Source: an optimization exercise on an open RTL-to-GDS flow (aim: small area and a short achievable clock period). Production flows keep margins and buffers that such runs may drop.
In this exercise RTL edits were held to simulation tests only and were not proved equivalent to the original.
Power figures rest on the tool's default switching activity, not on a simulated workload.

==> flow/design.v <==
`timescale 1ns / 1ps
module rf_aoi222(input a1, input a2, input b1, input b2, input c1, input c2, output y);
    assign y = ~((a1 & a2) | (b1 & b2) | (c1 & c2));
endmodule
module rf_nand2(input a, input b, output y);
    assign y = ~(a & b);
endmodule
module rf_join11(input [10:0] g, output [2:0] h);
    assign h = {~&g[10:8], ~&g[7:4], ~&g[3:0]};
endmodule
module rf_nor3(input [2:0] h, output yn);
    assign yn = ~|h;
endmodule
module rf_rbit(input [31:1] sel, input [31:1] d, output yn);
    wire [10:0] g;
    genvar j;
    generate for (j = 0; j < 10; j = j + 1) begin : T
        rf_aoi222 u(.a1(sel[3*j+1]), .a2(d[3*j+1]), .b1(sel[3*j+2]), .b2(d[3*j+2]),
                    .c1(sel[3*j+3]), .c2(d[3*j+3]), .y(g[j]));
    end endgenerate
    rf_nand2 u31(.a(sel[31]), .b(d[31]), .y(g[10]));
    wire [2:0] h;
    rf_join11 uj(.g(g), .h(h));
    rf_nor3 un(.h(h), .yn(yn));
endmodule
module rf_rbit2(input [31:1] sel, input [31:1] d, output yn, output yn2);
    wire [10:0] g;
    genvar j;
    generate for (j = 0; j < 10; j = j + 1) begin : T
        rf_aoi222 u(.a1(sel[3*j+1]), .a2(d[3*j+1]), .b1(sel[3*j+2]), .b2(d[3*j+2]),
                    .c1(sel[3*j+3]), .c2(d[3*j+3]), .y(g[j]));
    end endgenerate
    rf_nand2 u31(.a(sel[31]), .b(d[31]), .y(g[10]));
    wire [2:0] h;
    rf_join11 uj(.g(g), .h(h));
    rf_nor3 un(.h(h), .yn(yn));
    rf_nor3 un2(.h(h), .yn(yn2));
endmodule
module rf_wdec(input [4:0] n, input wen, input rst, output [31:1] en);
    genvar i;
    generate for (i = 1; i < 32; i = i + 1) begin : D
        assign en[i] = (wen && n == i) || rst;
    end endgenerate
endmodule
module wb_nand4(input a, input b, input c, input d, output y);
    assign y = ~(a & b & c & d);
endmodule
module wb_bit9(input [8:0] s, input [8:0] d, input fill_n, output y);
    wire [2:0] g;
    genvar j;
    generate for (j = 0; j < 3; j = j + 1) begin : T
        rf_aoi222 u(.a1(s[3*j]), .a2(d[3*j]), .b1(s[3*j+1]), .b2(d[3*j+1]),
                    .c1(s[3*j+2]), .c2(d[3*j+2]), .y(g[j]));
    end endgenerate
    wb_nand4 uj(.a(g[0]), .b(g[1]), .c(g[2]), .d(fill_n), .y(y));
endmodule
module wb_mux(input [31:0] sum, input [31:0] g, input [31:0] p, input [31:0] pgn,
              input [31:0] shr, input [31:0] shl, input [15:0] imm, input [31:0] mem,
              input [15:0] io, input [31:0] pc4,
              input s_arith, input s_slt, input s_g, input s_p, input s_n,
              input s_srl, input s_sll, input fill_n, input s_lui,
              input s_mem, input s_io, input s_jal, output [31:0] wd);
    genvar b;
    generate for (b = 0; b < 32; b = b + 1) begin : B
        if (b == 0) begin : Z
            assign wd[0] = (s_arith & sum[0]) | (s_slt & sum[31]) | (s_g & g[0]) | (s_p & p[0])
                         | (s_n & pgn[0]) | (s_srl & shr[0]) | (s_sll & shl[0]) | ~fill_n
                         | (s_mem & mem[0]) | (s_io & io[0]) | (s_jal & pc4[0]);
        end else if (b < 16) begin : L
            wb_bit9 u(.s({s_arith, s_g, s_p, s_n, s_srl, s_sll, s_mem, s_io, s_jal}),
                      .d({sum[b], g[b], p[b], pgn[b], shr[b], shl[b], mem[b], io[b], pc4[b]}),
                      .fill_n(fill_n), .y(wd[b]));
        end else begin : H
            wb_bit9 u(.s({s_arith, s_g, s_p, s_n, s_srl, s_sll, s_mem, s_lui, s_jal}),
                      .d({sum[b], g[b], p[b], pgn[b], shr[b], shl[b], mem[b], imm[b-16], pc4[b]}),
                      .fill_n(fill_n), .y(wd[b]));
        end
    end endgenerate
endmodule
module rf_dec(input [4:0] n, output [31:1] sel);
    genvar i;
    generate for (i = 1; i < 32; i = i + 1) begin : D
        assign sel[i] = (n == i);
    end endgenerate
endmodule
module mem_addr(input [15:0] rn, input [15:0] imm, output [15:0] sum, output c10);
    wire [15:0] G0, P0;
    wire [15:0] G1, P1;
    wire [15:0] G2, P2;
    wire [15:0] G3, P3;
    wire [15:0] G4, P4;
    ma_xnor2 x0(.a(rn[0]), .b(imm[0]), .y(P0[0]));
    ma_andn a0(.an(rn[0]), .b(imm[0]), .y(G0[0]));
    ma_xnor2 x1(.a(rn[1]), .b(imm[1]), .y(P0[1]));
    ma_andn a1(.an(rn[1]), .b(imm[1]), .y(G0[1]));
    ma_xnor2 x2(.a(rn[2]), .b(imm[2]), .y(P0[2]));
    ma_andn a2(.an(rn[2]), .b(imm[2]), .y(G0[2]));
    ma_xnor2 x3(.a(rn[3]), .b(imm[3]), .y(P0[3]));
    ma_andn a3(.an(rn[3]), .b(imm[3]), .y(G0[3]));
    ma_xnor2 x4(.a(rn[4]), .b(imm[4]), .y(P0[4]));
    ma_andn a4(.an(rn[4]), .b(imm[4]), .y(G0[4]));
    ma_xnor2 x5(.a(rn[5]), .b(imm[5]), .y(P0[5]));
    ma_andn a5(.an(rn[5]), .b(imm[5]), .y(G0[5]));
    ma_xnor2 x6(.a(rn[6]), .b(imm[6]), .y(P0[6]));
    ma_andn a6(.an(rn[6]), .b(imm[6]), .y(G0[6]));
    ma_xnor2 x7(.a(rn[7]), .b(imm[7]), .y(P0[7]));
    ma_andn a7(.an(rn[7]), .b(imm[7]), .y(G0[7]));
    ma_xnor2 x8(.a(rn[8]), .b(imm[8]), .y(P0[8]));
    ma_andn a8(.an(rn[8]), .b(imm[8]), .y(G0[8]));
    ma_xnor2 x9(.a(rn[9]), .b(imm[9]), .y(P0[9]));
    ma_andn a9(.an(rn[9]), .b(imm[9]), .y(G0[9]));
    ma_xnor2 x10(.a(rn[10]), .b(imm[10]), .y(P0[10]));
    ma_andn a10(.an(rn[10]), .b(imm[10]), .y(G0[10]));
    ma_xnor2 x11(.a(rn[11]), .b(imm[11]), .y(P0[11]));
    ma_andn a11(.an(rn[11]), .b(imm[11]), .y(G0[11]));
    ma_xnor2 x12(.a(rn[12]), .b(imm[12]), .y(P0[12]));
    ma_andn a12(.an(rn[12]), .b(imm[12]), .y(G0[12]));
    ma_xnor2 x13(.a(rn[13]), .b(imm[13]), .y(P0[13]));
    ma_andn a13(.an(rn[13]), .b(imm[13]), .y(G0[13]));
    ma_xnor2 x14(.a(rn[14]), .b(imm[14]), .y(P0[14]));
    ma_andn a14(.an(rn[14]), .b(imm[14]), .y(G0[14]));
    ma_xnor2 x15(.a(rn[15]), .b(imm[15]), .y(P0[15]));
    ma_andn a15(.an(rn[15]), .b(imm[15]), .y(G0[15]));
    ma_inv gi0_0(.a(G0[0]), .y(G1[0]));
    ma_a21oi g0_1(.a1(P0[1]), .a2(G0[0]), .b1(G0[1]), .y(G1[1]));
    ma_inv gi0_2(.a(G0[2]), .y(G1[2]));
    ma_inv pi0_2(.a(P0[2]), .y(P1[2]));
    ma_a21oi g0_3(.a1(P0[3]), .a2(G0[2]), .b1(G0[3]), .y(G1[3]));
    ma_nand2 p0_3(.a(P0[3]), .b(P0[2]), .y(P1[3]));
    ma_inv gi0_4(.a(G0[4]), .y(G1[4]));
    ma_inv pi0_4(.a(P0[4]), .y(P1[4]));
    ma_a21oi g0_5(.a1(P0[5]), .a2(G0[4]), .b1(G0[5]), .y(G1[5]));
    ma_nand2 p0_5(.a(P0[5]), .b(P0[4]), .y(P1[5]));
    ma_inv gi0_6(.a(G0[6]), .y(G1[6]));
    ma_inv pi0_6(.a(P0[6]), .y(P1[6]));
    ma_a21oi g0_7(.a1(P0[7]), .a2(G0[6]), .b1(G0[7]), .y(G1[7]));
    ma_nand2 p0_7(.a(P0[7]), .b(P0[6]), .y(P1[7]));
    ma_inv gi0_8(.a(G0[8]), .y(G1[8]));
    ma_inv pi0_8(.a(P0[8]), .y(P1[8]));
    ma_a21oi g0_9(.a1(P0[9]), .a2(G0[8]), .b1(G0[9]), .y(G1[9]));
    ma_nand2 p0_9(.a(P0[9]), .b(P0[8]), .y(P1[9]));
    ma_inv gi0_10(.a(G0[10]), .y(G1[10]));
    ma_inv pi0_10(.a(P0[10]), .y(P1[10]));
    ma_a21oi g0_11(.a1(P0[11]), .a2(G0[10]), .b1(G0[11]), .y(G1[11]));
    ma_nand2 p0_11(.a(P0[11]), .b(P0[10]), .y(P1[11]));
    ma_inv gi0_12(.a(G0[12]), .y(G1[12]));
    ma_inv pi0_12(.a(P0[12]), .y(P1[12]));
    ma_a21oi g0_13(.a1(P0[13]), .a2(G0[12]), .b1(G0[13]), .y(G1[13]));
    ma_nand2 p0_13(.a(P0[13]), .b(P0[12]), .y(P1[13]));
    ma_inv gi0_14(.a(G0[14]), .y(G1[14]));
    ma_inv pi0_14(.a(P0[14]), .y(P1[14]));
    ma_a21oi g0_15(.a1(P0[15]), .a2(G0[14]), .b1(G0[15]), .y(G1[15]));
    ma_nand2 p0_15(.a(P0[15]), .b(P0[14]), .y(P1[15]));
    ma_inv gi1_0(.a(G1[0]), .y(G2[0]));
    ma_inv gi1_1(.a(G1[1]), .y(G2[1]));
    ma_o21ai g1_2(.a1(P1[2]), .a2(G1[1]), .b1(G1[2]), .y(G2[2]));
    ma_o21ai g1_3(.a1(P1[3]), .a2(G1[1]), .b1(G1[3]), .y(G2[3]));
    ma_inv gi1_4(.a(G1[4]), .y(G2[4]));
    ma_inv pi1_4(.a(P1[4]), .y(P2[4]));
    ma_inv gi1_5(.a(G1[5]), .y(G2[5]));
    ma_inv pi1_5(.a(P1[5]), .y(P2[5]));
    ma_o21ai g1_6(.a1(P1[6]), .a2(G1[5]), .b1(G1[6]), .y(G2[6]));
    ma_nor2 p1_6(.a(P1[6]), .b(P1[5]), .y(P2[6]));
    ma_o21ai g1_7(.a1(P1[7]), .a2(G1[5]), .b1(G1[7]), .y(G2[7]));
    ma_nor2 p1_7(.a(P1[7]), .b(P1[5]), .y(P2[7]));
    ma_inv gi1_8(.a(G1[8]), .y(G2[8]));
    ma_inv pi1_8(.a(P1[8]), .y(P2[8]));
    ma_inv gi1_9(.a(G1[9]), .y(G2[9]));
    ma_inv pi1_9(.a(P1[9]), .y(P2[9]));
    ma_o21ai g1_10(.a1(P1[10]), .a2(G1[9]), .b1(G1[10]), .y(G2[10]));
    ma_nor2 p1_10(.a(P1[10]), .b(P1[9]), .y(P2[10]));
    ma_o21ai g1_11(.a1(P1[11]), .a2(G1[9]), .b1(G1[11]), .y(G2[11]));
    ma_nor2 p1_11(.a(P1[11]), .b(P1[9]), .y(P2[11]));
    ma_inv gi1_12(.a(G1[12]), .y(G2[12]));
    ma_inv pi1_12(.a(P1[12]), .y(P2[12]));
    ma_inv gi1_13(.a(G1[13]), .y(G2[13]));
    ma_inv pi1_13(.a(P1[13]), .y(P2[13]));
    ma_o21ai g1_14(.a1(P1[14]), .a2(G1[13]), .b1(G1[14]), .y(G2[14]));
    ma_nor2 p1_14(.a(P1[14]), .b(P1[13]), .y(P2[14]));
    ma_o21ai g1_15(.a1(P1[15]), .a2(G1[13]), .b1(G1[15]), .y(G2[15]));
    ma_nor2 p1_15(.a(P1[15]), .b(P1[13]), .y(P2[15]));
    ma_inv gi2_0(.a(G2[0]), .y(G3[0]));
    ma_inv gi2_1(.a(G2[1]), .y(G3[1]));
    ma_inv gi2_2(.a(G2[2]), .y(G3[2]));
    ma_inv gi2_3(.a(G2[3]), .y(G3[3]));
    ma_a21oi g2_4(.a1(P2[4]), .a2(G2[3]), .b1(G2[4]), .y(G3[4]));
    ma_a21oi g2_5(.a1(P2[5]), .a2(G2[3]), .b1(G2[5]), .y(G3[5]));
    ma_a21oi g2_6(.a1(P2[6]), .a2(G2[3]), .b1(G2[6]), .y(G3[6]));
    ma_a21oi g2_7(.a1(P2[7]), .a2(G2[3]), .b1(G2[7]), .y(G3[7]));
    ma_inv gi2_8(.a(G2[8]), .y(G3[8]));
    ma_inv pi2_8(.a(P2[8]), .y(P3[8]));
    ma_inv gi2_9(.a(G2[9]), .y(G3[9]));
    ma_inv pi2_9(.a(P2[9]), .y(P3[9]));
    ma_inv gi2_10(.a(G2[10]), .y(G3[10]));
    ma_inv pi2_10(.a(P2[10]), .y(P3[10]));
    ma_inv gi2_11(.a(G2[11]), .y(G3[11]));
    ma_inv pi2_11(.a(P2[11]), .y(P3[11]));
    ma_a21oi g2_12(.a1(P2[12]), .a2(G2[11]), .b1(G2[12]), .y(G3[12]));
    ma_nand2 p2_12(.a(P2[12]), .b(P2[11]), .y(P3[12]));
    ma_a21oi g2_13(.a1(P2[13]), .a2(G2[11]), .b1(G2[13]), .y(G3[13]));
    ma_nand2 p2_13(.a(P2[13]), .b(P2[11]), .y(P3[13]));
    ma_a21oi g2_14(.a1(P2[14]), .a2(G2[11]), .b1(G2[14]), .y(G3[14]));
    ma_nand2 p2_14(.a(P2[14]), .b(P2[11]), .y(P3[14]));
    ma_a21oi g2_15(.a1(P2[15]), .a2(G2[11]), .b1(G2[15]), .y(G3[15]));
    ma_nand2 p2_15(.a(P2[15]), .b(P2[11]), .y(P3[15]));
    ma_inv gi3_0(.a(G3[0]), .y(G4[0]));
    ma_inv gi3_1(.a(G3[1]), .y(G4[1]));
    ma_inv gi3_2(.a(G3[2]), .y(G4[2]));
    ma_inv gi3_3(.a(G3[3]), .y(G4[3]));
    ma_inv gi3_4(.a(G3[4]), .y(G4[4]));
    ma_inv gi3_5(.a(G3[5]), .y(G4[5]));
    ma_inv gi3_6(.a(G3[6]), .y(G4[6]));
    ma_inv gi3_7(.a(G3[7]), .y(G4[7]));
    ma_o21ai g3_8(.a1(P3[8]), .a2(G3[7]), .b1(G3[8]), .y(G4[8]));
    ma_o21ai g3_9(.a1(P3[9]), .a2(G3[7]), .b1(G3[9]), .y(G4[9]));
    ma_o21ai g3_10(.a1(P3[10]), .a2(G3[7]), .b1(G3[10]), .y(G4[10]));
    ma_o21ai g3_11(.a1(P3[11]), .a2(G3[7]), .b1(G3[11]), .y(G4[11]));
    ma_o21ai g3_12(.a1(P3[12]), .a2(G3[7]), .b1(G3[12]), .y(G4[12]));
    ma_o21ai g3_13(.a1(P3[13]), .a2(G3[7]), .b1(G3[13]), .y(G4[13]));
    ma_o21ai g3_14(.a1(P3[14]), .a2(G3[7]), .b1(G3[14]), .y(G4[14]));
    ma_o21ai g3_15(.a1(P3[15]), .a2(G3[7]), .b1(G3[15]), .y(G4[15]));
    assign sum[0] = P0[0];
    ma_xor2 s1(.a(P0[1]), .b(G4[0]), .y(sum[1]));
    ma_xor2 s2(.a(P0[2]), .b(G4[1]), .y(sum[2]));
    ma_xor2 s3(.a(P0[3]), .b(G4[2]), .y(sum[3]));
    ma_xor2 s4(.a(P0[4]), .b(G4[3]), .y(sum[4]));
    ma_xor2 s5(.a(P0[5]), .b(G4[4]), .y(sum[5]));
    ma_xor2 s6(.a(P0[6]), .b(G4[5]), .y(sum[6]));
    ma_xor2 s7(.a(P0[7]), .b(G4[6]), .y(sum[7]));
    ma_xor2 s8(.a(P0[8]), .b(G4[7]), .y(sum[8]));
    ma_xor2 s9(.a(P0[9]), .b(G4[8]), .y(sum[9]));
    ma_xor2 s10(.a(P0[10]), .b(G4[9]), .y(sum[10]));
    ma_xor2 s11(.a(P0[11]), .b(G4[10]), .y(sum[11]));
    ma_xor2 s12(.a(P0[12]), .b(G4[11]), .y(sum[12]));
    ma_xor2 s13(.a(P0[13]), .b(G4[12]), .y(sum[13]));
    ma_xor2 s14(.a(P0[14]), .b(G4[13]), .y(sum[14]));
    ma_xor2 s15(.a(P0[15]), .b(G4[14]), .y(sum[15]));
    assign c10 = G4[9];
endmodule
module ma_xnor2(input a, input b, output y);  assign y = ~(a ^ b);        endmodule
module ma_xor2(input a, input b, output y);   assign y = a ^ b;           endmodule
module ma_andn(input an, input b, output y);  assign y = ~an & b;         endmodule
module ma_a21oi(input a1, input a2, input b1, output y); assign y = ~((a1 & a2) | b1); endmodule
module ma_o21ai(input a1, input a2, input b1, output y); assign y = ~((a1 | a2) & b1); endmodule
module ma_nand2(input a, input b, output y);  assign y = ~(a & b);        endmodule
module ma_nor2(input a, input b, output y);   assign y = ~(a | b);        endmodule
module ma_inv(input a, output y);             assign y = ~a;              endmodule
module mem_strobe(input [21:0] rh, input [21:0] s, input [21:0] si, input c10,
                  input is_sw, input is_lw, output we, output re, output is_io);
    wire io0 = &(rh ^ s);
    wire io1 = &(rh ^ si);
    wire we0_n = ~(is_sw & ~io0);
    wire we1_n = ~(is_sw & ~io1);
    wire re0_n = ~(is_lw & ~io0);
    wire re1_n = ~(is_lw & ~io1);
    sh_mux2i mw(.a(we0_n), .b(we1_n), .s(c10), .y(we));
    sh_mux2i mr(.a(re0_n), .b(re1_n), .s(c10), .y(re));
    assign is_io = c10 ? io1 : io0;
endmodule
module sh_mux2i(input a, input b, input s, output y);
    assign y = ~(s ? b : a);
endmodule
module minisys_cpu(
    input         clk,
    input         rst,           
    output [13:0] imem_addr,     
    input  [31:0] imem_data,     
    output [13:0] dmem_addr,     
    output        dmem_we,       
    output        dmem_re,       
    output [31:0] dmem_wdata,    
    input  [31:0] dmem_rdata,    
    input  [23:0] switch_i,      
    input  [15:0] kbd_i,         
    output [23:0] led,           
    output [31:0] seg_num        
);
    wire [31:0] ins = imem_data;
    wire [5:0]  op  = ins[31:26];
    wire [5:0]  fn  = ins[5:0];
    wire [4:0]  rs  = ins[25:21];
    wire [4:0]  rt  = ins[20:16];
    wire [4:0]  rd  = ins[15:11];
    wire [4:0]  sh  = ins[10:6];
    wire [15:0] imm = ins[15:0];
    wire is_lw   = op[5] & ~op[3];
    wire is_sw   = op[5] &  op[3];
    wire is_i    = ~op[5] & op[3];                  
    wire is_r    = ~op[5] & ~op[3] & ~op[2] & ~op[1];
    wire is_br   = ~op[5] & ~op[3] &  op[2];        
    wire is_jmp  = ~op[5] & ~op[3] & ~op[2] & op[1];  
    wire is_jal  = is_jmp & op[0];
    wire is_jr   = is_r & ~fn[5] & fn[3];
    wire zext    = is_i & (op[2] | op[0]);
    wire [31:0] ext = {{16{imm[15] & ~zext}}, imm};
    wire [31:0] sext = {{16{imm[15]}}, imm};
    reg  [31:0] pc;
    reg  [15:0] io_q;
    reg  [23:0] led_q;
    reg  [15:0] seg_lo;
    reg  [7:0]  seg_mid;
    reg  [2:0]  seg_a;      
    reg  [2:0]  seg_b;      
    wire        wen;
    wire [4:0]  wa;
    wire [31:1] sel_a, sel_b, en_w;
    wire [31:0] wdr;
    wire [31:0] rbits [1:31];
    rf_dec dec_a(.n(rs), .sel(sel_a));
    rf_dec dec_b(.n(rt), .sel(sel_b));
    rf_wdec dec_w(.n(wa), .wen(wen), .rst(rst), .en(en_w));
    genvar g, b;
    generate for (g = 1; g < 32; g = g + 1) begin : R
        reg [31:0] q;
        always @(posedge clk) begin
            if (en_w[g]) q <= wdr;
        end
        assign rbits[g] = q;
    end endgenerate
    wire [31:0] ra_n, rb_n, rm_n, ro_n;
    wire [31:0] ra = ~ra_n;
    wire [31:0] rm = ~rm_n;                     
    wire [31:0] rb = ~rb_n;
    generate for (b = 0; b < 32; b = b + 1) begin : P
        wire [31:1] col;
        for (g = 1; g < 32; g = g + 1) begin : C
            assign col[g] = rbits[g][b];
        end
        rf_rbit2 pa(.sel(sel_a), .d(col), .yn(ra_n[b]), .yn2(rm_n[b]));
        rf_rbit2 pb(.sel(sel_b), .d(col), .yn(rb_n[b]), .yn2(ro_n[b]));
    end endgenerate
    wire [31:0] bop   = (is_r | is_br) ? rb : ext;    
    wire        sub   = is_r ? (fn[3] | (fn[1] & ~fn[2])) : (is_i & op[1] & ~op[2]);
    wire [31:0] bx    = bop ^ {32{sub}};
    wire [31:0] p     = ra ^ bx;
    wire [31:0] gn    = ra & bx;
    wire [31:0] pg [0:5];
    wire [31:0] gg [0:5];
    assign gg[0] = {gn[31:1], gn[0] | (p[0] & sub)};
    assign pg[0] = p;
    genvar l, m;
    generate for (l = 0; l < 5; l = l + 1) begin : L
        for (m = 0; m < 32; m = m + 1) begin : M
            if ((m >> l) & 1) begin : C
                localparam integer J = ((m >> l) << l) - 1;
                assign gg[l+1][m] = gg[l][m] | (pg[l][m] & gg[l][J]);
                assign pg[l+1][m] = pg[l][m] & pg[l][J];
            end else begin : N
                assign gg[l+1][m] = gg[l][m];
                assign pg[l+1][m] = pg[l][m];
            end
        end
    end endgenerate
    wire [31:0] cy    = gg[5];                     
    wire [31:0] sum   = p ^ {cy[30:0], sub};
    wire        sh_var   = fn[2];
    wire        sh_left  = ~fn[1];
    wire        sh_fill  = fn[0] & rb[31];
    wire [4:0]  sh_amt   = sh_var ? ra[4:0] : sh;
    wire        sh_big   = sh_var & (|ra[31:5]);
    wire [31:0] sx [0:5];
    wire [31:0] sh_r, sh_out;
    genvar q;
    generate for (q = 0; q < 32; q = q + 1) begin : SH
        sh_mux2i ui(.a(rb[q]), .b(rb[31-q]), .s(sh_left), .y(sx[0][q]));
        for (l = 0; l < 5; l = l + 1) begin : S
            if (q + (1 << l) < 32) begin : M
                sh_mux2i u(.a(sx[l][q]), .b(sx[l][q + (1 << l)]), .s(sh_amt[l]), .y(sx[l+1][q]));
            end else begin : F
                sh_mux2i u(.a(sx[l][q]), .b(l % 2 ? sh_fill : ~sh_fill), .s(sh_amt[l]), .y(sx[l+1][q]));
            end
        end
        assign sh_out[q] = sx[5][31-q];
    end endgenerate
    assign sh_r = sx[5];
    wire [15:0] addr;
    wire        c10;
    mem_addr mad(.rn(rm_n[15:0]), .imm(imm), .sum(addr), .c10(c10));
    wire [21:0] inc  = sext[31:10] + 22'd1;
    wire        is_io;
    wire [1:0] ioa = addr[1:0];
    wire io_rd = is_lw & is_io;
    wire io_wr = is_sw & is_io;
    mem_strobe mst(.rh(rm[31:10]), .s(sext[31:10]), .si(inc), .c10(c10),
                   .is_sw(is_sw), .is_lw(is_lw), .we(dmem_we), .re(dmem_re), .is_io(is_io));
    wire mem_rd = is_lw & ~is_io;
    assign dmem_addr = addr[15:2];
    assign dmem_wdata = ~ro_n;                   
    reg [15:0] io_data;
    always @(*) begin
        io_data = io_q;
        if (io_rd) begin
            case (ioa)
                2'b00: io_data = switch_i[15:0];
                2'b10: io_data = {8'h00, switch_i[23:16]};
                2'b11: io_data = kbd_i;
                default: io_data = io_q;
            endcase
        end
    end
    wire eq = ~|p;                                  
    wire taken = is_br & (eq ^ op[0]);
    wire [29:0] pc4w = pc[31:2] + 30'd1;
    wire [29:0] pcbw = pc4w + sext[29:0];
    wire [31:0] pc4  = {pc4w, pc[1:0]};
    wire [31:0] pcn  = taken ? {pcbw, pc[1:0]} : pc4;
    reg [31:0] npc;
    always @(*) begin
        if (is_jmp)      npc = {pc[31:28], ins[25:0], 2'b00};
        else if (is_jr)  npc = ra;
        else             npc = pcn;
    end
    assign imem_addr = pc[15:2];
    wire [1:0] lop   = is_r ? fn[1:0] : op[1:0];
    wire r_arith = is_r & fn[5] & ~fn[2] & ~fn[3];
    wire r_slt   = is_r & fn[5] & fn[3];
    wire r_logic = is_r & fn[5] & fn[2];
    wire r_shift = is_r & ~fn[5];
    wire i_arith = is_i & ~op[2] & ~op[1];
    wire i_slt   = is_i & ~op[2] & op[1];
    wire i_logic = is_i & op[2] & ~(op[1] & op[0]);
    wire i_lui   = is_i & op[2] & op[1] & op[0];
    wire is_log  = r_logic | i_logic;
    wire nr      = ~rst;
    wire s_arith = nr & (r_arith | i_arith);
    wire s_slt   = nr & (r_slt | i_slt);
    wire s_g     = nr & is_log & ~lop[1];              
    wire s_p     = nr & is_log & (lop[1] ^ lop[0]);    
    wire s_n     = nr & is_log & lop[1] & lop[0];      
    wire s_srl   = nr & r_shift & ~sh_left & ~sh_big;
    wire s_sll   = nr & r_shift & sh_left & ~sh_big;
    wire s_fill  = nr & r_shift & sh_big & sh_fill;
    wire s_lui   = nr & i_lui;
    wire s_mem   = nr & is_lw & mem_rd;
    wire s_io    = nr & is_lw & ~mem_rd;
    wire s_jal   = nr & is_jal;
    wb_mux wbm(.sum(sum), .g(gn), .p(p), .pgn(~(p | gn)), .shr(sh_r), .shl(sh_out), .imm(imm),
               .mem(dmem_rdata), .io(io_data), .pc4(pc4),
               .s_arith(s_arith), .s_slt(s_slt), .s_g(s_g), .s_p(s_p), .s_n(s_n),
               .s_srl(s_srl), .s_sll(s_sll), .fill_n(~s_fill), .s_lui(s_lui),
               .s_mem(s_mem), .s_io(s_io), .s_jal(s_jal), .wd(wdr));
    assign wen = (is_r & ~is_jr) | is_i | is_lw | is_jal;
    assign wa  = is_jal ? 5'd31 : (is_r ? rd : rt);
    always @(posedge clk) begin
        if (rst) begin
            pc    <= 32'b0;
            io_q  <= 16'b0;
            led_q <= 24'b0;
            seg_lo <= 16'b0;
            seg_mid <= 8'b0;
            seg_a <= 3'b0;
            seg_b <= 3'b0;
        end else begin
            pc <= npc;
            io_q <= io_data;
            if (io_wr) begin
                if (ioa == 2'b00) led_q[15:0] <= rb[15:0];
                else if (ioa == 2'b10) led_q[23:16] <= rb[7:0];
            end else
                led_q <= 24'b0;
            if (io_wr && ioa == 2'b00) begin
                seg_lo <= rb[15:0];
                seg_a  <= switch_i[23:21];
                seg_b  <= 3'b0;
            end else if (io_wr && ioa == 2'b11) begin
                seg_mid <= rb[7:0];
                seg_a  <= 3'b0;
                seg_b  <= switch_i[23:21];
            end
        end
    end
    assign led = led_q;
    assign seg_num = {1'b0, seg_a, 1'b0, seg_b, seg_mid, seg_lo};
endmodule
==> flow/standard.sh <==
#!/bin/bash
# synth_recipe.tcl (not shown) runs the flow's synth.tcl, then flattens the netlist and writes it again
# the make line also repeats each setting of config.mk as NAME=value (left out here)
make -C /OpenROAD-flow-scripts/flow DESIGN_CONFIG=/design/flow/config.mk WORK_HOME=/design/flow/orfs CLKGATE_MAP_FILE= SYNTH_SCRIPT=/design/flow/synth_recipe.tcl "${@:-finish}"
==> flow/flow/fastroute.tcl <==
# Global routing layers for sky130hd, as the platform's fastroute.tcl, but
# with less of met1 and met2 offered to the global router so that fewer
# wires are left to fight over the cell pins there.
set_global_routing_layer_adjustment met1 0.5
set_global_routing_layer_adjustment met2 0.35
set_global_routing_layer_adjustment met3-$::env(MAX_ROUTING_LAYER) 0.2

set_routing_layers -clock $::env(MIN_CLK_ROUTING_LAYER)-$::env(MAX_ROUTING_LAYER)
set_routing_layers -signal $::env(MIN_ROUTING_LAYER)-$::env(MAX_ROUTING_LAYER)
==> flow/config.mk <==
export PLATFORM = sky130hd
export DESIGN_NAME = minisys_cpu
export DESIGN_NICKNAME = minisys_cpu
export VERILOG_FILES = /design/flow/design.v
export SDC_FILE = /design/flow/constraint.sdc
export NUM_CORES = 4
export LEC_CHECK = 0
export CAP_MARGIN = 20
export CELL_PAD_IN_SITES_DETAIL_PLACEMENT = 1
export CELL_PAD_IN_SITES_GLOBAL_PLACEMENT = 1
export CORE_MARGIN = 2
export CORE_UTILIZATION = 40
export CTS_CLUSTER_DIAMETER = 100
export CTS_CLUSTER_SIZE = 30
export SLEW_MARGIN = 20
export SYNTH_HIERARCHICAL = 1
export SYNTH_MINIMUM_KEEP_SIZE = 0
export TNS_END_PERCENT = 5
==> flow/constraint.sdc <==
create_clock -name core_clock -period 18.0 [get_ports {clk}]
set_input_delay 3.6000 -clock core_clock [delete_from_list [all_inputs] [get_ports {clk}]]
set_output_delay 3.6000 -clock core_clock [all_outputs]
set_load 0.01 [all_outputs]
==> flow/flow/run.sh <==
#!/bin/bash
# Layout flow: the standard ORFS flow (standard.sh), with
#  - port buffers of sky130_fd_sc_hd__buf_1 instead of the default delay buffer
#  - a larger setup slack margin for ORFS's timing repair, so that it keeps
#    improving paths past the (loose) clock constraint
#  - the resizer free to change a cell's footprint (MATCH_CELL_FOOTPRINT=0),
#    not used in synthesis
#  - global routing that keeps more wires off met1/met2 (flow/fastroute.tcl)
# The synthesis, SDC, clock period and every other setting are the standard flow's.
set -uo pipefail
here=$(pwd)
export SETUP_SLACK_MARGIN=7.5
export BUFFER_PORTS_ARGS="-buffer_cell sky130_fd_sc_hd__buf_1"
export FASTROUTE_TCL="$here/flow/fastroute.tcl"
bash standard.sh synth > standard_synth.log 2>&1 || exit 1
bash standard.sh MATCH_CELL_FOOTPRINT=0 finish > standard_flow.log 2>&1
status=$?
cp -f orfs/logs/sky130hd/minisys_cpu/base/*.log . 2>/dev/null || true
exit $status
==> results.toml, run 1 <==
[synth]
synth-edff-count = 992
synth-simple-area-share_pct = 10.2
synth-seq-cells = 1094
synth_top_area_share_pct = 55.0
synth_top_family_by_area = "compound AO/OA/AOI/OAI gates"
synth_top_area_cell = "edfxtp_1"
synthesis.area_mm2 = 0.0541
avgSynthCellArea_um2 = 13.5
synthXorXnorAreaFrac_pct = 2.98
synthMuxAreaShare_pct = 4.19
yosysSeqAreaShare_pct = 58.8
synth_warnings = 7
synthAdderAreaFrac_pct = 2.49
synth_cells = 4010
synthArstFlopShare_pct = 0
synth-compound-area-share_pct = 18.9
ys_types = 99
synthFlopType = "edfxtp_1"
yosys-top-cells-area = "edfxtp_1 55%, a222oi_1 14%, mux2i_1 4.0%"

[placement]
place_congestion = 1.03
portBuffers = 220
post_dp_cell_area_mm2 = 0.0589
placed_cells = 6102
dp_hpwl_um = 163000

[layout]
multiInputGateArea_mm2 = 0.0224
fin_cells = 6376
final_core_util_pct = 47.4
fin_nets = 4795
drive_above_1_share_pct = 18.4
final_cell_area_mm2 = 0.0634
layout_common_cells = "992 x edfxtp_1, 742 x a222oi_1, 323 x buf_4, 231 x inv_1, 212 x mux2i_1"
synthToLayoutAreaGrowth_pct = 17.1
fillers = 13600
regArea_mm2 = 0.0318
layout_commonest_cell = "edfxtp_1"

[worst_setup_path]
reg2reg_from = "R[22].q[20]$_DFFE_PP_"
slowest_delay_ns = 0.48
required_ns = 14.40
cp-startpoint = "imem_data[22]"
crit_type = "primary input to primary output"
endpoint_kind = "primary output"
start_kind = "primary input"
worst_path_max_delay_cell = "or3b_4"
cp_cell_sequence = "buf_6 > or3b_4 > buf_4 > nor2_4 > buf_12 > a222oi_1 > nand4_1 > buf_6 > nor3_4 > buf_6 > buf_4 > buf_4 > nor2b_4 > a21oi_2 > o21ai_2 > a21oi_4 > buf_12 > o21ai_4 > mux2i_4 > buf_6"
cp_max_fo = 13
cp.arrival_ns = 7.15
cpMostUsedCell = "buf_6"

[cts]
cts_tree = "built"
clk_pin_slew_ns = 0.12
clk_latency_ns = 0.72
cts_made_buffers = 48
htreeDepth = 2
cts_hold_buf = 0
cts.sinks = 1094
cts.path.max_buffers = 3
cts-root-buf = "clkbuf_16"

[hold_path]
min_from = "seg_lo[5]$_SDFFE_PP0P_"
hp-class = "register to register"

[floorplan]
die_h_um = 372
die_x_um = 372
core_area_mm2 = 0.134
start_util_pct = 40.4
io_pins = 224
num_rows = 134
dieArea_mm2 = 0.138

[detailed_routing]
first_pass_iters = 10
vias_per_cell = 6.86
ant_nets = 0
wl_per_cell_um = 38.6
drc = 0
routed_wl_um = 246000
first_iter_violations = 5849
num_vias = 43700

[sta]
setup_viol = 0
max_freq_mhz = 93.0
drv_slew = 0
tns_ns = 0
worst_slew_pin_slew_ns = 1.26
hold-worst-slack_ns = 0.472
hold_viol = 0
skew_ns = 0.0548
timing.final.crit_share_pct = 59.7
period_needed_ns = 10.75
rsz0062_at_grt = "yes"
slew_headroom_pct = 15.3

[run]
drv_cap = 0

[power_and_ir_drop]
leakage_uw = 0.0230
comb_power_share_pct = 24.3
switching_share_pct = 32.5
power.share.sequential_pct = 52.2
p_sw_uw = 1940
power.share.clock_pct = 23.5
p_per_area_mw_per_mm2 = 94.1
p_int_uw = 4020
ir_drop_v = 0.0000843

[outcome]
status = "finished clean"

[global_route]
grtUsageMet1_pct = 58.7
globalRouteOverflowTotal = 0
use_met2_pct = 62.3
grtUsageTotal_pct = 42.5
use_met3_pct = 21.2
first_global_vias = 45600
grt-busiest-layer = "met2"
grt_max_degree = 48
grt_pass1_wl_um = 340000
antenna_found_initial = 4
-- Yosys stat by module (local to each module, per instance), excerpt --
module	copies in the design	cell area [um^2]
mem_addr	1	7.51
ma_inv	49	3.75
ma_nand2	9	3.75
minisys_cpu	1	39700
ma_a21oi	14	8.76
rf_join11	64	17.5
-- logic make-up after synthesis --
family / count (synthesis)
buffers and inverters: 321
other: 1
muxes: 225
and+or+nand+nor: 928
DFF: 1094
xor gates and xnor gates: 183
AOI/OAI and AO/OA: 1154
adders and majority gates: 104
-- power groups by stage --
stage | combinational [uW] | sequential [uW] | clock, uW
4_1_cts | 1410 | 3110 | 1420
5_1_grt | 1540 | 3140 | 1490
3_3_place_gp | 1290 | 3150 | 0
2_1_floorplan | 745 | 3140 | 0
6_report | 1450 | 3110 | 1400
3_5_place_dp | 1300 | 3170 | 0
-- state kept, by name, indices dropped and copies added (netlist names) --
signal	cells
R.q	992
pc	32
led_q	24
seg_a	3
seg_b	3
io_q	16
seg_lo	16
seg_mid	8
-- critical path, delay by kind of cell --
kind / cells / cell delay [ns]
muxes: 1 / 0.42
buffers and inverters: 9 / 1.42
and+or+nand+nor: 5 / 1.00
AOI/OAI and AO/OA: 5 / 0.66
-- synthesized netlist by cell type (10+ instances only) --
library cell	n
edfxtp_1	992
a222oi_1	742
inv_1	231
mux2i_1	215
nor2_1	196
nand4_1	178
nand2_1	165
xnor2_1	137
nor3_2	129
dfxtp_1	102
ha_1	98
nand3_1	92
a21oi_1	76
o21ai_0	62
a211oi_1	51
a21o_1	49
clkbuf_1	49
xor2_1	45
o21ai_1	37
nor4_1	22
a21oi_2	18
buf_4	18
nor2b_1	18
and3_1	17
nor3_1	17
nand2b_1	16
a22o_1	15
nor2b_4	15
buf_2	13
o21a_1	12
mux2_2	10
-- per-layer routing --
| layer | up-vias | routed length, um |
|---|---|---|
| met3 | 718 | 37100 |
| met1 | 21900 | 84200 |
| li1 | 18500 | - |
| met4 | 6 | 22600 |
| met5 | - | 184 |
| met2 | 2608 | 102000 |
-- path summary, 6_finish.rpt --
kind | endpoint | slack, ns | cells past startpoint
worst max-delay path | dmem_we | 7.25 | 20
worst min-delay path | seg_lo[5]$_SDFFE_PP0P_ | 0.47 | 2
worst max register to register | R[18].q[1]$_DFFE_PP_ | 11.00 | 16
worst min register to register | seg_lo[5]$_SDFFE_PP0P_ | 0.47 | 2
-- metrics by stage --
step	total power (uW)	setup slack, ns
2_1_floorplan	3890	7.54
3_3_place_gp	4440	5.09
3_5_place_dp	4460	5.05
4_1_cts	5940	7.31
5_1_grt	6170	7.12
6_report	5960	7.25
-- repair_timing --
action / in CTS / in global routing
resized for setup: 210 / 46
hold endpoints to repair: 0 / 0
cloned: 9 / 2
pin swaps: 135 / 39
endpoints found under the setup margin: 948 / 573
buffers inserted: 169 / 21
-- area by class of cell --
cell class / count / share of cell area, %
Sequential cell: 1094 / 50.2
Clock inverter: 16 / 0.438
Antenna cell: 3 / 0.0118
Multi-Input combinational cell: 2597 / 35.4
Clock buffer: 54 / 2.00
Timing Repair Buffer: 611 / 7.08
Tap cell: 1768 / 3.49
Inverter: 233 / 1.38
==> run 2: changes to the inputs <==
--- a/flow/flow/run.sh
+++ b/flow/flow/run.sh
@@ -1,5 +1,5 @@
 #!/bin/bash
 # Layout flow: the standard ORFS flow (standard.sh), with
-#  - port buffers of sky130_fd_sc_hd__buf_1 instead of the default delay buffer
+#  - port buffers of sky130_fd_sc_hd__buf_2 instead of the default delay buffer
 #  - a larger setup slack margin for ORFS's timing repair, so that it keeps
 #    improving paths past the (loose) clock constraint
@@ -10,6 +10,6 @@
 set -uo pipefail
 here=$(pwd)
-export SETUP_SLACK_MARGIN=7.5
-export BUFFER_PORTS_ARGS="-buffer_cell sky130_fd_sc_hd__buf_1"
+export SETUP_SLACK_MARGIN=7
+export BUFFER_PORTS_ARGS="-buffer_cell sky130_fd_sc_hd__buf_2"
 export FASTROUTE_TCL="$here/flow/fastroute.tcl"
 bash standard.sh synth > standard_synth.log 2>&1 || exit 1
--- a/flow/config.mk
+++ b/flow/config.mk
@@ -10,5 +10,5 @@
 export CELL_PAD_IN_SITES_GLOBAL_PLACEMENT = 1
 export CORE_MARGIN = 2
-export CORE_UTILIZATION = 40
+export CORE_UTILIZATION = 45
 export CTS_CLUSTER_DIAMETER = 100
 export CTS_CLUSTER_SIZE = 30
==> run 2 against run 1 <==
Net effect: combinational power is 4% lower; worst hold slack lost 0.0041 ns; critical path type unchanged; first-iteration DRC count decreased by 2.9%; highest routed layer unchanged; routed wire length shrank 0.79%; clock skew is 0.011 ns lower; non-clock buffer count decreased by 147; cell count down 4.7%; worst setup slack got worse by 0.41 ns; maximum frequency down 3.7%; die area is 11% lower; total power shrank 1.8%.
==> results.toml, run 2 <==
[worst_setup_path]
cp.arrival_ns = 7.57
cp_cell_sequence = "buf_2 > or3_4 > nor2_4 > buf_4 > buf_4 > a222oi_1 > nand4_1 > nor3_2 > inv_1 > xnor2_1 > nor4_1 > nand4_1 > o21ai_0 > mux2i_4 > buf_2"
ff2ff_path_depth = 20
cp_max_fo = 18
required_ns = 14.40
endpoint_kind = "primary output"
start_kind = "primary input"
worst_path_max_delay_cell = "nand4_1"
crit_type = "primary input to primary output"
slowest_delay_ns = 0.46

[placement]
portBuffers = 220
dp_hpwl_um = 164000
place_congestion = 1.04
placed_cells = 5925

[synth]
yosysMostFrequentCell = "edfxtp_1"
synthArstFlopShare_pct = 0
yosysSeqAreaShare_pct = 58.8
ys_types = 99
yosys-top-cells-area = "edfxtp_1 55%, a222oi_1 14%, mux2i_1 4.0%"
synth_top_area_cell = "edfxtp_1"
synthesis.area_mm2 = 0.0541
avgSynthCellArea_um2 = 13.5
synth-edff-count = 992
synth-seq-cells = 1094
synth_warnings = 7
synth_common_cells = "992 x edfxtp_1, 742 x a222oi_1, 231 x inv_1, 215 x mux2i_1, 196 x nor2_1"
synth_cells = 4010
synthFlopType = "edfxtp_1"
synth_top_area_share_pct = 55.0

[layout]
fin_nets = 4646
top_regs = "R.q: 992 flops, pc: 32 flops, led_q: 24 flops"
regArea_mm2 = 0.0318
fillers = 12000
synthToLayoutAreaGrowth_pct = 13.1
drive_above_1_share_pct = 19.4
largest-register = "R.q"
multiInputGateArea_mm2 = 0.0220
layout_common_cells = "992 x edfxtp_1, 742 x a222oi_1, 231 x inv_1, 228 x buf_4, 219 x buf_2"
largest_reg_flops = 992
fin_cells = 6074
layout_commonest_cell = "edfxtp_1"

[floorplan]
die_x_um = 351
start_util_pct = 45.2
core_area_mm2 = 0.120
num_rows = 127
die_h_um = 351
io_pins = 224
dieArea_mm2 = 0.123

[global_route]
grtUsageTotal_pct = 47.6
grt-busiest-layer = "met2"
use_met3_pct = 23.2
grt_max_degree = 48
grt_pass1_wl_um = 336000
globalRouteOverflowTotal = 0
grtUsageMet1_pct = 65.2
use_met2_pct = 69.2
antenna_found_initial = 10
first_global_vias = 45300

[cts]
cts_hold_buf = 0
cts.sinks = 1094
clk_pin_slew_ns = 0.11
cts.path.max_buffers = 3
cts-root-buf = "clkbuf_16"
htreeDepth = 2
cts_made_buffers = 47
cts_tree = "built"
clk_latency_ns = 0.71

[outcome]
status = "finished clean"

[sta]
drv_slew = 0
rsz0062_at_grt = "yes"
tns_ns = 0
period_needed_ns = 11.17
slew_headroom_pct = 24.6
max_freq_mhz = 89.6
timing.final.crit_share_pct = 62.0
setup_viol = 0
skew_ns = 0.0436
worst_slew_pin_slew_ns = 1.12
hold_viol = 0

[detailed_routing]
num_vias = 43400
ant_nets = 0
first_pass_iters = 10
vias_per_cell = 7.14
wl_per_cell_um = 40.1
drc = 0
first_iter_violations = 5679
routed_wl_um = 244000

[hold_path]
hold_depth = 2
hp-class = "register to register"

[power_and_ir_drop]
p_per_area_mw_per_mm2 = 95.7
leakage_uw = 0.0225
ir_drop_v = 0.0000965

[run]
drv_cap = 0
## run 2: cell counts after synthesis
No cell type changed its count.
## run 2: cells by family (layout without fill, tap and decap cells)
kind of cell / Yosys count / in the layout / synth area share [%]
adder cells (fa/ha/maj): 104 / 104 / 2.49
other: 1 / 10 / 0.00693
buffers and inverters: 321 / 764 / 2.41
flip-flops: 1094 / 1094 / 58.8
AND/OR/NAND/NOR: 928 / 928 / 10.2
multiplexers: 225 / 225 / 4.19
XOR/XNOR: 183 / 183 / 2.98
AO/OA/AOI/OAI: 1154 / 1154 / 18.9
## run 2: repair_timing
action / 4_1_cts / 5_1_grt
gates resized for setup: 54 / 0
setup buffers: 72 / 2
setup endpoints to repair: 510 / 70
pin swaps: 41 / 1
hold endpoints to repair: 0 / 0
## run 2: final timing paths
kind | slack [ns] | startpoint | end
max reg2reg | 10.98 | R[4].q[0]$_DFFE_PP_ | R[4].q[0]$_DFFE_PP_
min | 0.47 | seg_lo[10]$_SDFFE_PP0P_ | seg_lo[10]$_SDFFE_PP0P_
max | 6.83 | imem_data[22] | dmem_we
min reg2reg | 0.47 | seg_lo[10]$_SDFFE_PP0P_ | seg_lo[10]$_SDFFE_PP0P_
## run 2: report_power, final
group | internal [uW] | leakage (uW) | switching (uW)
clock | 519 | 0.000702 | 837
sequential | 3010 | 0.0110 | 102
combinational | 416 | 0.0108 | 971
total | 3950 | 0.0225 | 1910
## run 2: metal layers
layer | part of all wire, % | wire length (um)
met5 | 0.079 | 193
met3 | 15 | 36700
met2 | 42 | 102000
met1 | 34 | 81900
met4 | 9.6 | 23300
## run 2: area by class of cell
type	instances	share of cell area (%)
repair buffers	464	4.92
well taps	1612	3.30
diodes	8	0.0327
multi-input cells	2596	35.9
clock inverters	15	0.360
inverters	233	1.43
clock buffers	52	2.02
flip-flops and latches	1094	52.0
## run 2: per-stage QoR
step	worst slack, ns	power, uW	utilization (%)	hold WS (ns)	instance area (um^2)
finish	6.83	5860	51.1	0.467	61200
global route	6.66	6040	51.1	0.501	61200
CTS	7.01	5840	51.1	0.475	61100
detailed placement	4.95	4490	49.2	0.450	58800
global placement	5.16	4460	49.2	0.437	58800
floorplan	7.20	3890	-	0.439	54100
## run 2: per-module statistics from Yosys, one instance, submodules excluded, excerpt
module,cells,flops+latches
minisys_cpu,2308,1094
ma_a21oi,1,0
rf_wdec,59,0
ma_nand2,1,0
mem_addr,1,0
rf_join11,3,0
wb_nand4,1,0
ma_inv,1,0
rf_aoi222,1,0
rf_nor3,1,0
ma_o21ai,1,0
rf_nand2,1,0
ma_nor2,1,0
## run 2: worst max-delay path, delay by kind of cell
kind	cells	cell delay (ns)
mux	1	0.18
buf+inv	5	1.12
simple gates	6	1.68
compound gates	2	0.78
xor+xnor	1	0.15

re-timing with driven ports:
No port has a modelled driver above. Below, the same layouts with a new extraction and two added sets of constraints. Step 1 sets driving cells, clkbuf_16 on the clock port and buf_2 on the other inputs (assumed; they add their load-dependent delay and slew). Step 2 moves the port delays by t, midway between the first and last clock arrival at a register: inputs arrive t later, outputs are due t later. That takes back most of the time a late clock gives input paths. Three values: no drivers, after step 1, after step 2; two values: the first two.
run	shift t [ns]	slack for setup (ns)	hold WS [ns]	worst data-port slew with drivers (ns)
run 1	0.764	7.247 / 7.205 / 6.832	0.472 / 0.472 / 0.472	0.07
run 2	0.763	6.833 / 6.789 / 6.479	0.467 / 0.467 / 0.467	0.10
After both steps every run listed still meets setup and hold. The setup slack of run 1, which loses most, moves by -0.042 ns with the drivers and by -0.415 ns with both steps.
